Source: an optimization exercise on an open RTL-to-GDS flow (aim: small area). Production flows keep margins and buffers that such runs may drop.
In this exercise RTL edits were held to simulation tests only and were not proved equivalent to the original.
Power figures rest on the tool's default switching activity, not on a simulated workload.

==> flow/design.v <==
module seven_seg( output a, b, c, d, e, f, g, input d3, d2, d1, d0 );
    wire e9 = d3 & d2 & d1 & ~d0;
    wire x3 = d3, x2 = d2 & ~e9, x1 = d1 & ~e9, x0 = d0 | e9;
    assign a = ~x2 & ~x0 | ~x3 & x1 | ~x3 & x2 & x0 | x3 & ~x2;
    assign b = ~x2 | ~x1 & ~x0 | ~x3 & x1 & x0;
    assign c = ~x1 | ~x3 & x0 | ~x3 & x2;
    assign d = ~x2 & ~x0 | ~x2 & x1 | x1 & ~x0 | x2 & ~x1 & x0;
    assign e = ~x2 & ~x0 | x1 & ~x0;
    assign f = ~x1 & ~x0 | x2 & ~x1 | x2 & ~x0 | x3 & ~x2;
    assign g = ~x2 & x1 | x2 & ~x1 | x2 & ~x0 | x3 & ~x2;
endmodule
module display_driver(
    a_l, b_l, c_l, d_l, e_l, f_l, g_l, dp_l, dig1, dig2, dig3, dig4, led,
    clk, rst, en
    );
    output  a_l, b_l, c_l, d_l, e_l, f_l, g_l, dp_l, dig1, dig2, dig3, dig4;
    output  [3:0] led;
    input   clk, rst, en;
    reg [6:0] p;
    reg [3:0] d0, d1, d2, d3;
    reg [3:0] cnt;
    reg [1:0] s;
    reg [3:0] digit;
    wire wrap  = p == 7'd0;
    wire first = d0 == 4'hF;
    wire z0 = d0 == 4'd0;
    wire z1 = d1 == 4'd0;
    wire z2 = d2 == 4'd0;
    wire lead1 = d1[3] & d1[2] & d1[1];
    wire lead2 = d2[3] & d2[2] & d2[1];
    wire lead3 = d3[3] & d3[2] & d3[1];
    wire all9 = d1 == 4'd9 && d2 == 4'd9 && d3 == 4'd9;
    function [3:0] inc;
        input [3:0] d;
        inc = (d == 4'd9) ? 4'd0 : d + 4'd1;
    endfunction
    always @(posedge clk or negedge rst)
        if (!rst) p <= 7'd0;
        else p <= (p == 7'd99) ? 7'd0 : p + 7'd1;
    always @(posedge clk or negedge rst)
        if (!rst) begin
            d0 <= 4'hF; d1 <= 4'hF; d2 <= 4'hF; d3 <= 4'hF;
        end else begin
            if (p == 7'd14)
                d0 <= (d0 == 4'd9 || first) ? 4'd0 : d0 + 4'd1;
            if (p == 7'd27 && z0) begin
                if (all9) begin
                    d1 <= 4'hE; d2 <= 4'hE; d3 <= 4'hE;
                end else if (!lead1)
                    d1 <= inc(d1);
                else if (cnt[1])
                    d1 <= 4'd1;
            end
            if (p == 7'd40 && z0 && z1)
                d2 <= lead2 ? 4'd1 : inc(d2);
            if (p == 7'd53 && z0 && z1 && z2)
                d3 <= lead3 ? 4'd1 : inc(d3);
        end
    always @(posedge clk or negedge rst)
        if (!rst) cnt <= 4'd0;
        else if (wrap && !first) cnt <= cnt + 4'd1;
    wire d1odd = d1[0] & ~(d1[3] & d1[2]);
    always @(posedge clk or negedge rst)
        if (!rst) s <= 2'd0;
        else if (wrap && en && (first || (d0 == 4'd9 && d1odd))) s <= s + 2'd1;
    always @(posedge clk)
        if (en)
            case (s)
                2'd0: digit <= d0;
                2'd1: digit <= d1;
                2'd2: digit <= d2;
                default: digit <= d3;
            endcase
        else
            digit <= 4'hF;
    wire a, b, c, d, e, f, g;
    seven_seg M1(a, b, c, d, e, f, g, digit[3], digit[2], digit[1], digit[0]);
    assign {a_l, b_l, c_l, d_l, e_l, f_l, g_l} = ~{a, b, c, d, e, f, g};
    assign dp_l = 1'b1;
    assign dig4 = s != 2'd0;
    assign dig3 = s != 2'd1;
    assign dig2 = s != 2'd2;
    assign dig1 = s != 2'd3;
    assign led = ~cnt;
endmodule
==> flow/run.sh <==
#!/bin/bash
# synth_recipe.tcl (not shown) runs the flow's synth.tcl, then flattens the netlist and writes it again
# the make line also repeats each setting of config.mk as NAME=value (left out here)
make -C /OpenROAD-flow-scripts/flow DESIGN_CONFIG=/design/flow/config.mk WORK_HOME=/design/flow/orfs CLKGATE_MAP_FILE= SYNTH_SCRIPT=/design/flow/synth_recipe.tcl finish
==> flow/config.mk <==
export PLATFORM = sky130hd
export DESIGN_NAME = display_driver
export DESIGN_NICKNAME = display_driver
export VERILOG_FILES = /design/flow/design.v
export SDC_FILE = /design/flow/constraint.sdc
export NUM_CORES = 4
export LEC_CHECK = 0
export CAP_MARGIN = 20
export CORE_MARGIN = 2
export CORE_UTILIZATION = 40
export SLEW_MARGIN = 20
==> flow/constraint.sdc <==
create_clock -name core_clock -period 10.0 [get_ports {clk}]
set_input_delay 2.0000 -clock core_clock [delete_from_list [all_inputs] [get_ports {clk}]]
set_output_delay 2.0000 -clock core_clock [all_outputs]
set_load 0.01 [all_outputs]
==> metrics.md, run 1 <==
| Metric | Value |
|---|---|
| Status | `complete, no violations` |
| Worst-Skew Late Latency | `roughly 0.28 ns` |
| Final wirelength | `approximately 4400 microns` |
| DRC | `0` |
| # setup viols final | `0` |
| Syn Inst Count | `between 200 and 250` |
| IO buf count | `17` |
| Critical path startpoint | `digit[3]` |
| Max FO, Critical Path | `5` |
| CTS tree | `done` |
| Core area | `approximately 5500 sq um` |
| PD cells | `roughly 100 nW/um^2` |
| Syn nets | `about 270` |
| HPWL Detailed | `3220 microns` |
| Fmax | `between 200 and 300 MHz` |
| EDFF count, synth | `0` |
| Global-route wire length before repair | `between 7000 and 8000 microns` |
| Xor/xnor cell area share of the yosys netlist | `0.0309` |
| Clk root buf | `clkbuf_8` |
| Average cell area after synthesis | `9.10 sq um` |
| Initial antenna violation count | `0` |
| Top_reg_cell synth | `dfstp_2` |
| Max Cap Violations | `0` |
| Hold buffers post-CTS | `0` |
| P_leak | `between 1 and 1.5 nW` |
| Worst R2R Start | `d1[0]` |
| Endpoint class of the critical path | `primary output` |
| Post-CTS Resized | `0` |
| Post-synthesis adder-cell area fraction | `0.116` |
| Final ANT Viol Nets | `0` |
| Register area | `~830 sq um` |
| Final Net Count | `approximately 280` |
| Setup TNS | `0 ns` |
| Async SR Flop Fraction | `0.879` |
| Antenna cells | `0` |
| Final Hold Vio Count | `0` |
| Synthesized flop and latch total | `33` |
| Count leader, synth | `nand2_1` |
| Slew Limit Fails | `0` |
| Vias per cell | `about 5.3` |
| Largest net degree at the start of global routing | `30` |
| H-Tree Depth | `2` |
| Initial core utilization | `0.414` |
| R2r setup slk | `between 7 and 8 ns` |
| Synth Cell Area | `2260 sq um` |
| Postcts setup bufs | `0` |
| Die Area | `6280 sq um` |
| Multiplexer share of the synthesized area | `0.0492` |
| Die Height | `about 80 microns` |
| Hold Path Depth | `1` |
| Hold_ws | `between 0.4 and 0.5 ns` |
| Post-synth top cells | `nand2_1, inv_1, ha_1` |
| Num CTS Buffers | `5` |
| Multi-input logic area | `between 1000 and 1500 sq um` |
| RSZ-0062 raised after global routing | `no` |
| Clk slew on worst S/H paths | `about 0.07 ns` |
| Fin crit period | `between 3 and 4 ns` |
| Main area contributors after synthesis | `dfstp_2, dfrtp_1, ha_1` |
| Vias in the first global route | `~1600` |
| Min-Delay Path Class | `register to register` |
| Total Routing Usage GR | `0.148` |
| Crit Path Category | `register to primary output` |
| Warning count from the yosys run | `1` |
| Peak supply drop | `just over 0.05 mV` |
| Num rows | `27` |
| DR vias | `roughly 1800` |
| Clk_skew | `a little over 0.007 ns` |
| CTS Buffer Depth | `2` |
| Startpoint types | `register` |
| Initial DRC Count | `114` |
| Required time worst endpoint | `roughly 8.0 ns` |
| Synth Area in Compound Gates | `0.144` |
| Final core utilization | `0.465` |
| Post-Synth Simple-Gate Area | `0.218` |
| Final estimated routing congestion in global placement | `~0.87` |
| Path depth of the worst reg2reg path | `5` |
| Data arrival time of the worst path | `1.70 ns` |
| Chip width | `~79 microns` |
| Final period utilization | `0.370` |
| Largest family of logic cells by synthesized area | `simple AND/OR/NAND/NOR gates` |
| Distinct cells, synth | `54` |
| Synth top area share | `0.186` |
| Post-synth top area cell | `dfstp_2` |
| CTS sink count | `33` |
| Layout cells sized above 1 | `0.146` |
| Drt first pass iters | `4` |
| Critical Path End | `d_l` |
| Io pins | `19` |
| Area Overhead vs Synth | `12.4%` |
| GRT overflow | `0` |
| Worst reg2reg endpoint | `d3[0]` |
| Filler cells | `~540` |
| Routed WL per cell | `13.2 microns` |
| Sequential share of the synthesized area | `0.365` |
cell usage in the layout (no fill, tap or decap), drive strengths merged, types with 2 or more instances in the layout:
master         netlist  layout
a21oi               15      15
a222oi               4       4
a31o                 2       2
a31oi                5       5
and3                 2       2
and4b                2       2
clkbuf               8       8
clkdlybuf4s50        0      17
dfrtp               13      13
dfstp               16      16
dfxtp                4       4
ha                  21      21
inv                 25      25
mux2                 9       9
nand2               27      27
nand2b               2       2
nand3               11      11
nand3b               3       3
nand4                4       4
nand4b               2       2
nor2                11      11
nor2b                3       3
nor3                 4       4
nor3b                5       5
o211ai               4       4
o21ai               10      10
o31ai                2       2
or2                  3       3
or4                  2       2
xnor2                8       8
worst min path at each step:
stage | start | to | slack (ns)
2_1_floorplan | cnt[3] | cnt[3] | 0.45
3_3_place_gp | cnt[3] | cnt[3] | 0.46
3_5_place_dp | cnt[3] | cnt[3] | 0.47
4_1_cts | cnt[3] | cnt[3] | 0.48
5_1_grt | cnt[3] | cnt[3] | 0.51
6_report | cnt[3] | cnt[3] | 0.48
layout make-up:
class,count,area share
clock buffer,8,0.0354
inverter,25,0.0369
multi-input combinational,177,0.498
sequential,33,0.324
tap,72,0.0354
timing repair buffer,18,0.0698
kinds of logic after synthesis:
logic type                 after synthesis
xor gates and xnor gates                 8
other                                    1
DFF                                     33
and+or+nand+nor                         87
adders and majority gates               21
AOI/OAI and AO/OA                       50
muxes                                   10
buffers and inverters                   39
registers in the layout, indices dropped and copies added (netlist names):
name   cells
d3         4
d0         4
p          7
d1         4
s          2
cnt        4
d2         4
digit      4
power by group:
part	total (mW)	internal [mW]	switching [mW]
Combinational	0.0128	0.00631	0.00649
Clock	0.103	0.0561	0.0469
Sequential	0.136	0.134	0.00129
Total	0.252	0.197	0.0547
metrics by stage:
step | cell area (sq um) | instances | total power, mW | setup slack (ns)
3_3_place_gp | 2450 | 325 | 0.151 | 6.59
4_1_cts | 2540 | 333 | 0.255 | 6.29
3_5_place_dp | 2450 | 325 | 0.151 | 6.56
5_1_grt | 2540 | 333 | 0.263 | 6.17
6_report | 2540 | 333 | 0.252 | 6.30
2_1_floorplan | 2260 | 249 | 0.143 | 6.95
metal layers:
| metal | up-vias | part of all wire | GRT usage |
|---|---|---|---|
| li1 | 892 | - | - |
| met2 | 31 | 0.46 | 0.246 |
| met5 | - | 0 | 0 |
| met4 | 0 | 0.0078 | 0.0362 |
| met3 | 5 | 0.039 | 0.0375 |
| met1 | 831 | 0.49 | 0.194 |
critical path: stages, from the launching register on:
cell and delay (ns):
dfxtp_1 0.37, nand2b_1 0.18, a21o_1 0.14, a21boi_0 0.17
clkdlybuf4s50_1 0.56
==> inputs of run 2 (changes only) <==
--- a/flow/config.mk
+++ b/flow/config.mk
@@ -5,6 +5,7 @@
 export SDC_FILE = /design/flow/constraint.sdc
 export NUM_CORES = 4
 export LEC_CHECK = 0
+export ABC_AREA = 1
 export CAP_MARGIN = 20
 export CORE_MARGIN = 2
 export CORE_UTILIZATION = 40
==> run 2 against run 1 <==
Net effect:
- core utilization barely moved
- first-iteration DRC count is 32% lower
- non-clock buffer count is the same
- total power fell by 2.7%
- combinational power down 5%
- sequential power barely moved
- design area is 6.3% higher
- sequential share of layout area shrank 1.9 points
- area after synthesis rose by 4.9%
- register-to-register slack better by 0.37 ns
- synthesized cell count increased by 21%
- via count is 9.1% higher
==> metrics.md, run 2 <==
| Metric | Value |
|---|---|
| Status | `complete, no violations (unchanged)` |
| Non-Filler Instances | `400 (was 333)` |
| Required time worst endpoint | `8.00 ns (about the same)` |
| Pint | `188 uW (was 197 uW)` |
| Setup TNS | `0 ns (unchanged)` |
| CTS Buffer Depth | `2 (unchanged)` |
| Drt first pass iters | `4 (unchanged)` |
| GRT overflow | `0 (unchanged)` |
| Flop pwr share | `0.551 (was 0.540)` |
| Worst Path Buf+Inv | `3 (was 1)` |
| # setup viols final | `0 (unchanged)` |
| Data arrival time of the worst path | `1.82 ns (was 1.70 ns)` |
| Postcts setup bufs | `0 (unchanged)` |
| Core area | `5820 sq um (was 5470 sq um)` |
| Max incr delay on CP | `0.52 ns (was 0.56 ns)` |
| Largest net degree at the start of global routing | `30 (unchanged)` |
| Layout cells sized above 1 | `0.157 (was 0.146)` |
| Endpoint class of the critical path | `primary output (unchanged)` |
| Sequential share of the synthesized area | `0.348 (was 0.365)` |
| Io pins | `19 (unchanged)` |
| Routed WL per cell | `12.1 microns (was 13.2 microns)` |
| Slowest stage cell, crit path | `clkdlybuf4s50_1 (unchanged)` |
| H-Tree Depth | `2 (unchanged)` |
| Initial DRC Count | `78 (was 114)` |
| Die Height | `81.1 microns (was 79.2 microns)` |
| Hold buffers post-CTS | `0 (unchanged)` |
| Peak supply drop | `0.0575 mV (was 0.0511 mV)` |
| Final estimated routing congestion in global placement | `0.843 (was 0.872)` |
| Worst-Skew Late Latency | `0.28 ns (about the same)` |
| Initial core utilization | `0.408 (was 0.414)` |
| Post-CTS Resized | `0 (unchanged)` |
| Antenna cells | `0 (unchanged)` |
| Count leader, synth | `nand2_1 (unchanged)` |
| Distinct cells, synth | `44 (was 54)` |
| Clk_skew | `0.00536 ns (was 0.00715 ns)` |
| Switching Fraction | `0.233 (was 0.217)` |
| Biggest register | `p (unchanged)` |
| EDFF count, synth | `0 (unchanged)` |
| Met1 Track Usage GR | `0.211 (was 0.194)` |
| Cell mode on critical path | `inv_1` |
| CTS tree | `done (unchanged)` |
| Commonest non-fill, non-tap cell in the layout | `nand2_1 (unchanged)` |
| Most frequent cells in the layout | `nand2_1, inv_1, nand3_1, nor2_1, ha_1 (was nand2_1, inv_1, ha_1, clkdlybuf4s50_1, dfstp_2)` |
| Num CTS Buffers | `5 (unchanged)` |
| Startpoint types | `register (unchanged)` |
| Warning count from the yosys run | `1 (unchanged)` |
| Synth top area share | `0.177 (was 0.186)` |
| PD cells | `90.5 nW/um^2 (was 98.8 nW/um^2)` |
| Synthesized flop and latch total | `33 (unchanged)` |
| Slew Limit Fails | `0 (unchanged)` |
| CTS sink count | `33 (unchanged)` |
| Fmax | `261 MHz (was 270 MHz)` |
| Final ANT Viol Nets | `0 (unchanged)` |
| Met2 Use GR | `0.294 (was 0.246)` |
| Gr busiest metal | `met2 (unchanged)` |
| Num rows | `28 (was 27)` |
| Critical path's top delay family | `buffers and inverters (unchanged)` |
| Syn nets | `326 (was 273)` |
| Clk root buf | `clkbuf_8 (unchanged)` |
| Max FO, Critical Path | `4 (was 5)` |
| Fin crit period | `3.82 ns (was 3.70 ns)` |
| Average cell area after synthesis | `7.86 sq um (was 9.10 sq um)` |
| Max Cap Violations | `0 (unchanged)` |
| Main area contributors after synthesis | `dfstp_2, dfrtp_1, ha_1 (unchanged)` |
| Final Hold Vio Count | `0 (unchanged)` |
| Max reg flops | `7 (unchanged)` |
| Global-route wire length before repair | `8670 microns (was 7350 microns)` |
| Dpl cells | `392 (was 325)` |
| Syn Inst Count | `302 (was 249)` |
| Final core utilization | `0.465 (about the same)` |
| Final wirelength | `4830 microns (was 4390 microns)` |
| Logic pwr share | `0.050 (was 0.051)` |
| Crit Path Category | `register to primary output (unchanged)` |
| Post-synth top cells | `nand2_1, inv_1, nand3_1 (was nand2_1, inv_1, ha_1)` |
| RSZ-0062 raised after global routing | `no (unchanged)` |
| Min-Delay Path Class | `register to register (unchanged)` |
| Final period utilization | `0.382 (was 0.370)` |
| Worst-path cell chain | `inv_1 > nor2_1 > a21oi_1 > a21o_1 > inv_1 > clkdlybuf4s50_1 (was nand2b_1 > a21o_1 > a21boi_0 > clkdlybuf4s50_1)` |
| Top_reg_cell synth | `dfstp_2 (unchanged)` |
| DR vias | `1919 (was 1759)` |
| Total Routing Usage GR | `0.170 (was 0.148)` |
| IO buf count | `17 (unchanged)` |
| DRC | `0 (unchanged)` |
| Final Net Count | `348 (was 284)` |
| Area Overhead vs Synth | `13.9% (was 12.4%)` |
| Post-synth top area cell | `dfstp_2 (unchanged)` |
| Synth Cell Area | `2370 sq um (was 2260 sq um)` |
| Initial antenna violation count | `0 (unchanged)` |
| Die Area | `6570 sq um (was 6280 sq um)` |
| Clk slew on worst S/H paths | `0.07 ns (about the same)` |
| NetSw | `57.0 uW (was 54.7 uW)` |
| Met3 Usage GRT | `0.0322 (was 0.0375)` |
| Async SR Flop Fraction | `0.879 (unchanged)` |
| HPWL Detailed | `3760 microns (was 3220 microns)` |
| Chip width | `81.1 microns (was 79.2 microns)` |
| Clock power frac | `0.399 (was 0.410)` |
| Vias in the first global route | `1925 (was 1621)` |
| P_leak | `1.23 nW (was 1.00 nW)` |
| Vias per cell | `4.80 (was 5.28)` |
[run 2: cell types whose count changed after synthesis, moves of 4 or more]
cell | previous run | this run
xnor2_1 | 8 | 3
nand2_1 | 27 | 52
clkbuf_1 | 8 | 0
nor2_2 | 1 | 7
a31oi_1 | 5 | 1
inv_1 | 25 | 47
xor2_1 | 0 | 6
a222oi_1 | 4 | 0
nor2_1 | 10 | 22
a21oi_1 | 15 | 8
mux2_2 | 9 | 0
o21ai_1 | 0 | 10
nand3_1 | 10 | 32
nand2_2 | 0 | 5
[run 2: final timing paths]
path                               start     to  slack [ns]  cells after the start
worst max-delay path            digit[2]    g_l        6.18                      6
worst min-delay path                p[0]   p[0]        0.51                      1
worst max register to register     d3[0]  d3[1]        8.34                      9
worst min register to register      p[0]   p[0]        0.51                      1
max in group asynchronous            rst  d1[3]        7.58                      2
min in group asynchronous            rst   p[0]        2.10                      2
[run 2: final cells by class]
cell class | count | area [sq um]
clock inverter | 2 | 10.0
tap | 75 | 93.8
clock buffer | 6 | 72.6
fill | 596 | 3110
timing repair buffer | 18 | 178
multi-input combinational | 215 | 1330
inverter | 51 | 193
sequential | 33 | 826
[run 2: kinds of logic after synthesis]
logic type / count (synthesis) / share of synthesized area
buffers and inverters: 54 / 0.0911
AO/OA/AOI/OAI: 44 / 0.111
other: 1 / 0.00158
XOR/XNOR: 9 / 0.0332
AND/OR/NAND/NOR: 140 / 0.305
flip-flops: 33 / 0.348
adder cells (fa/ha/maj): 21 / 0.111
[run 2: metal layers]
metal	vias to the layer above	part of all wire
li1	1015	-
met1	868	0.46
met2	28	0.49
met3	8	0.029
met4	0	0.015
met5	-	0
[run 2: stage by stage]
step	instance area (sq um)	power, mW	hold WS, ns	worst slack (ns)
after floorplan	2370	0.142	0.469	6.92
after global placement	2620	0.149	0.495	6.55
after detailed placement	2620	0.150	0.506	6.48
after CTS	2710	0.248	0.520	6.18
after global routing	2710	0.255	0.535	5.98
final	2710	0.245	0.515	6.18
[run 2: worst reg2reg max path: stages (launching register included)]
cell and delay (ns):
dfstp_2 0.59, ha_1 0.16, nand2_1 0.06, nor2_2 0.17, nand2_1 0.11, nor2_2 0.20
nand2_4 0.12, nand3_1 0.09, nand2_1 0.07, inv_1 0.05
[run 2: power by group through the flow]
| stage | clock network, mW | registers [mW] | logic [mW] |
|---|---|---|---|
| detailed placement | 0 | 0.137 | 0.0123 |
| global route | 0.106 | 0.135 | 0.0140 |
| global placement | 0 | 0.137 | 0.0123 |
| floorplan | 0 | 0.137 | 0.00476 |
| finish | 0.0976 | 0.135 | 0.0122 |
| CTS | 0.101 | 0.135 | 0.0124 |
==> inputs of run 3 (changes only) <==
--- a/flow/config.mk
+++ b/flow/config.mk
@@ -5,8 +5,10 @@
 export SDC_FILE = /design/flow/constraint.sdc
 export NUM_CORES = 4
 export LEC_CHECK = 0
-export ABC_AREA = 1
 export CAP_MARGIN = 20
 export CORE_MARGIN = 2
 export CORE_UTILIZATION = 40
+export CTS_BUF_LIST = sky130_fd_sc_hd__clkbuf_4 sky130_fd_sc_hd__clkbuf_8
+export CTS_CLUSTER_DIAMETER = 200
+export CTS_CLUSTER_SIZE = 40
 export SLEW_MARGIN = 20
==> run 3 against run 2 <==
Net effect:
- area after synthesis fell by 4.6%
- setup slack improved by 0.12 ns
- largest power group unchanged
- design area decreased by 5.6%
- die area down 4.4%
- hold slack worse by 0.038 ns
- maximum frequency up 3.4%
- largest cell class unchanged
- still clean on timing, DRC and antenna
- critical endpoint is now d_l
- first-iteration DRC count grew 41%
- via count is 8.1% lower
- clock-buffer cell count rose by 2
- combinational power is 5% higher
==> metrics.md, run 3 <==
| Metric | Value |
|---|---|
| Startpoint types | `register (unchanged)` |
| Core area | `5470 sq um (was 5820 sq um)` |
| DR vias | `1764 (was 1919)` |
| DRC | `0 (unchanged)` |
| Fin crit period | `3.70 ns (was 3.82 ns)` |
| Final wirelength | `4410 microns (was 4830 microns)` |
| Syn Inst Count | `249 (was 302)` |
| Average cell area after synthesis | `9.10 sq um (was 7.86 sq um)` |
| RSZ-0062 raised after global routing | `no (unchanged)` |
| Clk_skew | `0.00537 ns (was 0.00536 ns)` |
| Main area contributors after synthesis | `dfstp_2, dfrtp_1, ha_1 (unchanged)` |
| Count leader, synth | `nand2_1 (unchanged)` |
| GRT overflow | `0 (unchanged)` |
| Status | `complete, no violations (unchanged)` |
| Clk slew on worst S/H paths | `0.07 ns (about the same)` |
| Synthesized flop and latch total | `33 (unchanged)` |
| Critical path startpoint | `digit[3] (was digit[2])` |
| Max FO, Critical Path | `5 (was 4)` |
| Hold buffers post-CTS | `0 (unchanged)` |
| Initial DRC Count | `110 (was 78)` |
| Slew Limit Fails | `0 (unchanged)` |
| Flop pwr share | `0.529 (was 0.551)` |
| Syn nets | `273 (was 326)` |
| Final core utilization | `0.466 (was 0.465)` |
| Distinct cells, synth | `54 (was 44)` |
| Pint | `202 uW (was 188 uW)` |
| Setup TNS | `0 ns (unchanged)` |
| Synth Cell Area | `2260 sq um (was 2370 sq um)` |
| PD cells | `101 nW/um^2 (was 90.5 nW/um^2)` |
| Final Hold Vio Count | `0 (unchanged)` |
| Hold path startpoint | `cnt[3] (was p[0])` |
| Io pins | `19 (unchanged)` |
| Postcts setup bufs | `0 (unchanged)` |
| Final Net Count | `284 (was 348)` |
| Total Routing Usage GR | `0.148 (was 0.170)` |
| Biggest register | `p (unchanged)` |
| Max Cap Violations | `0 (unchanged)` |
| Vias in the first global route | `1621 (was 1925)` |
| Layout cells sized above 1 | `0.153 (was 0.157)` |
| Crit Path Category | `register to primary output (unchanged)` |
| Min-Delay Path Class | `register to register (unchanged)` |
| Required time worst endpoint | `8.00 ns (about the same)` |
| Die Area | `6280 sq um (was 6570 sq um)` |
| H-Tree Depth | `2 (unchanged)` |
| Largest net degree at the start of global routing | `30 (unchanged)` |
| EDFF count, synth | `0 (unchanged)` |
| Global-route wire length before repair | `7350 microns (was 8670 microns)` |
| CTS Buffer Depth | `2 (unchanged)` |
| Commonest non-fill, non-tap cell in the layout | `nand2_1 (unchanged)` |
| Initial antenna violation count | `0 (unchanged)` |
| Max reg flops | `7 (unchanged)` |
| Synth top area share | `0.186 (was 0.177)` |
| Sequential share of the synthesized area | `0.365 (was 0.348)` |
| Clk root buf | `clkbuf_8 (unchanged)` |
| Vias per cell | `5.30 (was 4.80)` |
| Worst-Skew Late Latency | `0.28 ns (about the same)` |
| Met3 Usage GRT | `0.0375 (was 0.0322)` |
| CTS sink count | `33 (unchanged)` |
| Area Overhead vs Synth | `12.7% (was 13.9%)` |
| Post-synth top area cell | `dfstp_2 (unchanged)` |
| Fmax | `270 MHz (was 261 MHz)` |
| Antenna cells | `0 (unchanged)` |
| Chip width | `79.2 microns (was 81.1 microns)` |
| Final estimated routing congestion in global placement | `0.872 (was 0.843)` |
| Post-CTS Resized | `0 (unchanged)` |
| Post-synth top cells | `nand2_1, inv_1, ha_1 (was nand2_1, inv_1, nand3_1)` |
| HPWL Detailed | `3220 microns (was 3760 microns)` |
| Gr busiest metal | `met2 (unchanged)` |
| Data arrival time of the worst path | `1.70 ns (was 1.82 ns)` |
| Logic pwr share | `0.050 (about the same)` |
| # setup viols final | `0 (unchanged)` |
| Switching Fraction | `0.211 (was 0.233)` |
| Initial core utilization | `0.414 (was 0.408)` |
| Most frequent cells in the layout | `nand2_1, inv_1, ha_1, clkdlybuf4s50_1, dfstp_2 (was nand2_1, inv_1, nand3_1, nor2_1, ha_1)` |
| NetSw | `54.2 uW (was 57.0 uW)` |
| Num rows | `27 (was 28)` |
| IO buf count | `17 (unchanged)` |
| P_leak | `1.01 nW (was 1.23 nW)` |
| Met1 Track Usage GR | `0.194 (was 0.211)` |
| Final ANT Viol Nets | `0 (unchanged)` |
| Routed WL per cell | `13.2 microns (was 12.1 microns)` |
| Final period utilization | `0.370 (was 0.382)` |
| Endpoint class of the critical path | `primary output (unchanged)` |
| Async SR Flop Fraction | `0.879 (unchanged)` |
| Met2 Use GR | `0.246 (was 0.294)` |
| Non-Filler Instances | `333 (was 400)` |
| Drt first pass iters | `6 (was 4)` |
| Num CTS Buffers | `5 (unchanged)` |
| Worst R2R Start | `d1[0] (was d3[0])` |
| Die Height | `79.2 microns (was 81.1 microns)` |
| Warning count from the yosys run | `1 (unchanged)` |
| CTS tree | `done (unchanged)` |
| Peak supply drop | `0.0510 mV (was 0.0575 mV)` |
| Dpl cells | `325 (was 392)` |
| Clock power frac | `0.421 (was 0.399)` |
| Top_reg_cell synth | `dfstp_2 (unchanged)` |
-- run 3: cell count changes in the layout (fill, tap and decap cells not counted), sizes merged, moves of 5 or more --
| cell | delta |
|---|---|
| xor2 | -6 |
| inv | -25 |
| a21oi | +7 |
| o21ai | -10 |
| nor2 | -22 |
| nand3 | -24 |
| mux2 | +9 |
| xnor2 | +5 |
| nand2 | -31 |
-- run 3: cell type report --
class | count | area (sq um)
fillers | 538 | 2920
repair buffers | 18 | 178
flip-flops and latches | 33 | 826
multi-input cells | 177 | 1270
clock buffers | 8 | 97.6
inverters | 25 | 93.8
well taps | 72 | 90.1
-- run 3: path summary, 6_finish.rpt --
path                       endpoint  slack (ns)  depth (start not counted)
setup reg to reg              d3[0]        7.97                          5
setup / recovery                d_l        6.30                          4
hold / removal               cnt[3]        0.48                          1
min in group asynchronous    cnt[1]        2.11                          2
max in group asynchronous     d1[3]        7.57                          2
hold reg to reg              cnt[3]        0.48                          1
-- run 3: cell families after synthesis --
family	count (synthesis)	synth area share
flip-flops	33	0.365
adder cells (fa/ha/maj)	21	0.116
AND/OR/NAND/NOR	87	0.218
multiplexers	10	0.0492
other	1	0.00166
buffers and inverters	39	0.0757
XOR/XNOR	8	0.0309
AO/OA/AOI/OAI	50	0.144
-- run 3: metrics by stage --
stage | hold WS (ns) | cell area [sq um] | setup WS, ns | total power, mW
2_1_floorplan | 0.446 | 2260 | 6.95 | 0.143
3_3_place_gp | 0.461 | 2450 | 6.59 | 0.151
3_5_place_dp | 0.474 | 2450 | 6.56 | 0.151
4_1_cts | 0.484 | 2550 | 6.29 | 0.261
5_1_grt | 0.513 | 2550 | 6.17 | 0.268
6_report | 0.477 | 2550 | 6.30 | 0.257
-- run 3: power groups by stage --
stage	Combinational, mW	Sequential (mW)	Clock [mW]
4_1_cts	0.0131	0.136	0.112
3_3_place_gp	0.0129	0.138	0
2_1_floorplan	0.00594	0.137	0
6_report	0.0128	0.136	0.108
5_1_grt	0.0143	0.136	0.118
3_5_place_dp	0.0130	0.138	0
-- run 3: routing by layer --
metal	wire length, microns	vias to the layer above	part of all wire
met2	2040	38	0.46
li1	-	895	-
met4	24	0	0.0054
met5	0	-	0
met3	171	2	0.039
met1	2170	829	0.49
-- run 3: critical path, cell delays in order (launching register included) --
cell             delay, ns
dfxtp_1               0.37
nand2b_1              0.18
a21o_1                0.14
a21boi_0              0.17
clkdlybuf4s50_1       0.56

## separate check: timing with driven ports
No port has a modelled driver above. Below, the same layouts with a new extraction and two added sets of constraints. Step 1 sets driving cells, clkbuf_16 on the clock port and buf_2 on the other inputs (assumed; they add their load-dependent delay and slew). Step 2, shift: input delay + t, output delay - t, t = (earliest + latest rising clock arrival at the registers) / 2. This alone moves slack from input paths to output paths. a / b / c = ideal ports / drivers / drivers and shift; a / b = the first two.
run	t, ns	setup slack, ns	latest minus earliest clock arrival (ns)	slew at the worst register clock pin (ns)	worst slew at a driven data input, ns
run 1	0.303	6.298 / 6.271 / 6.544	0.008 / 0.007	0.07 / 0.07	0.03
run 2	0.305	6.176 / 6.152 / 6.457	0.005 / 0.005	0.07 / 0.07	0.04
run 3	0.301	6.300 / 6.272 / 6.542	0.006 / 0.005	0.07 / 0.07	0.03
After both steps every run listed still meets setup and hold.
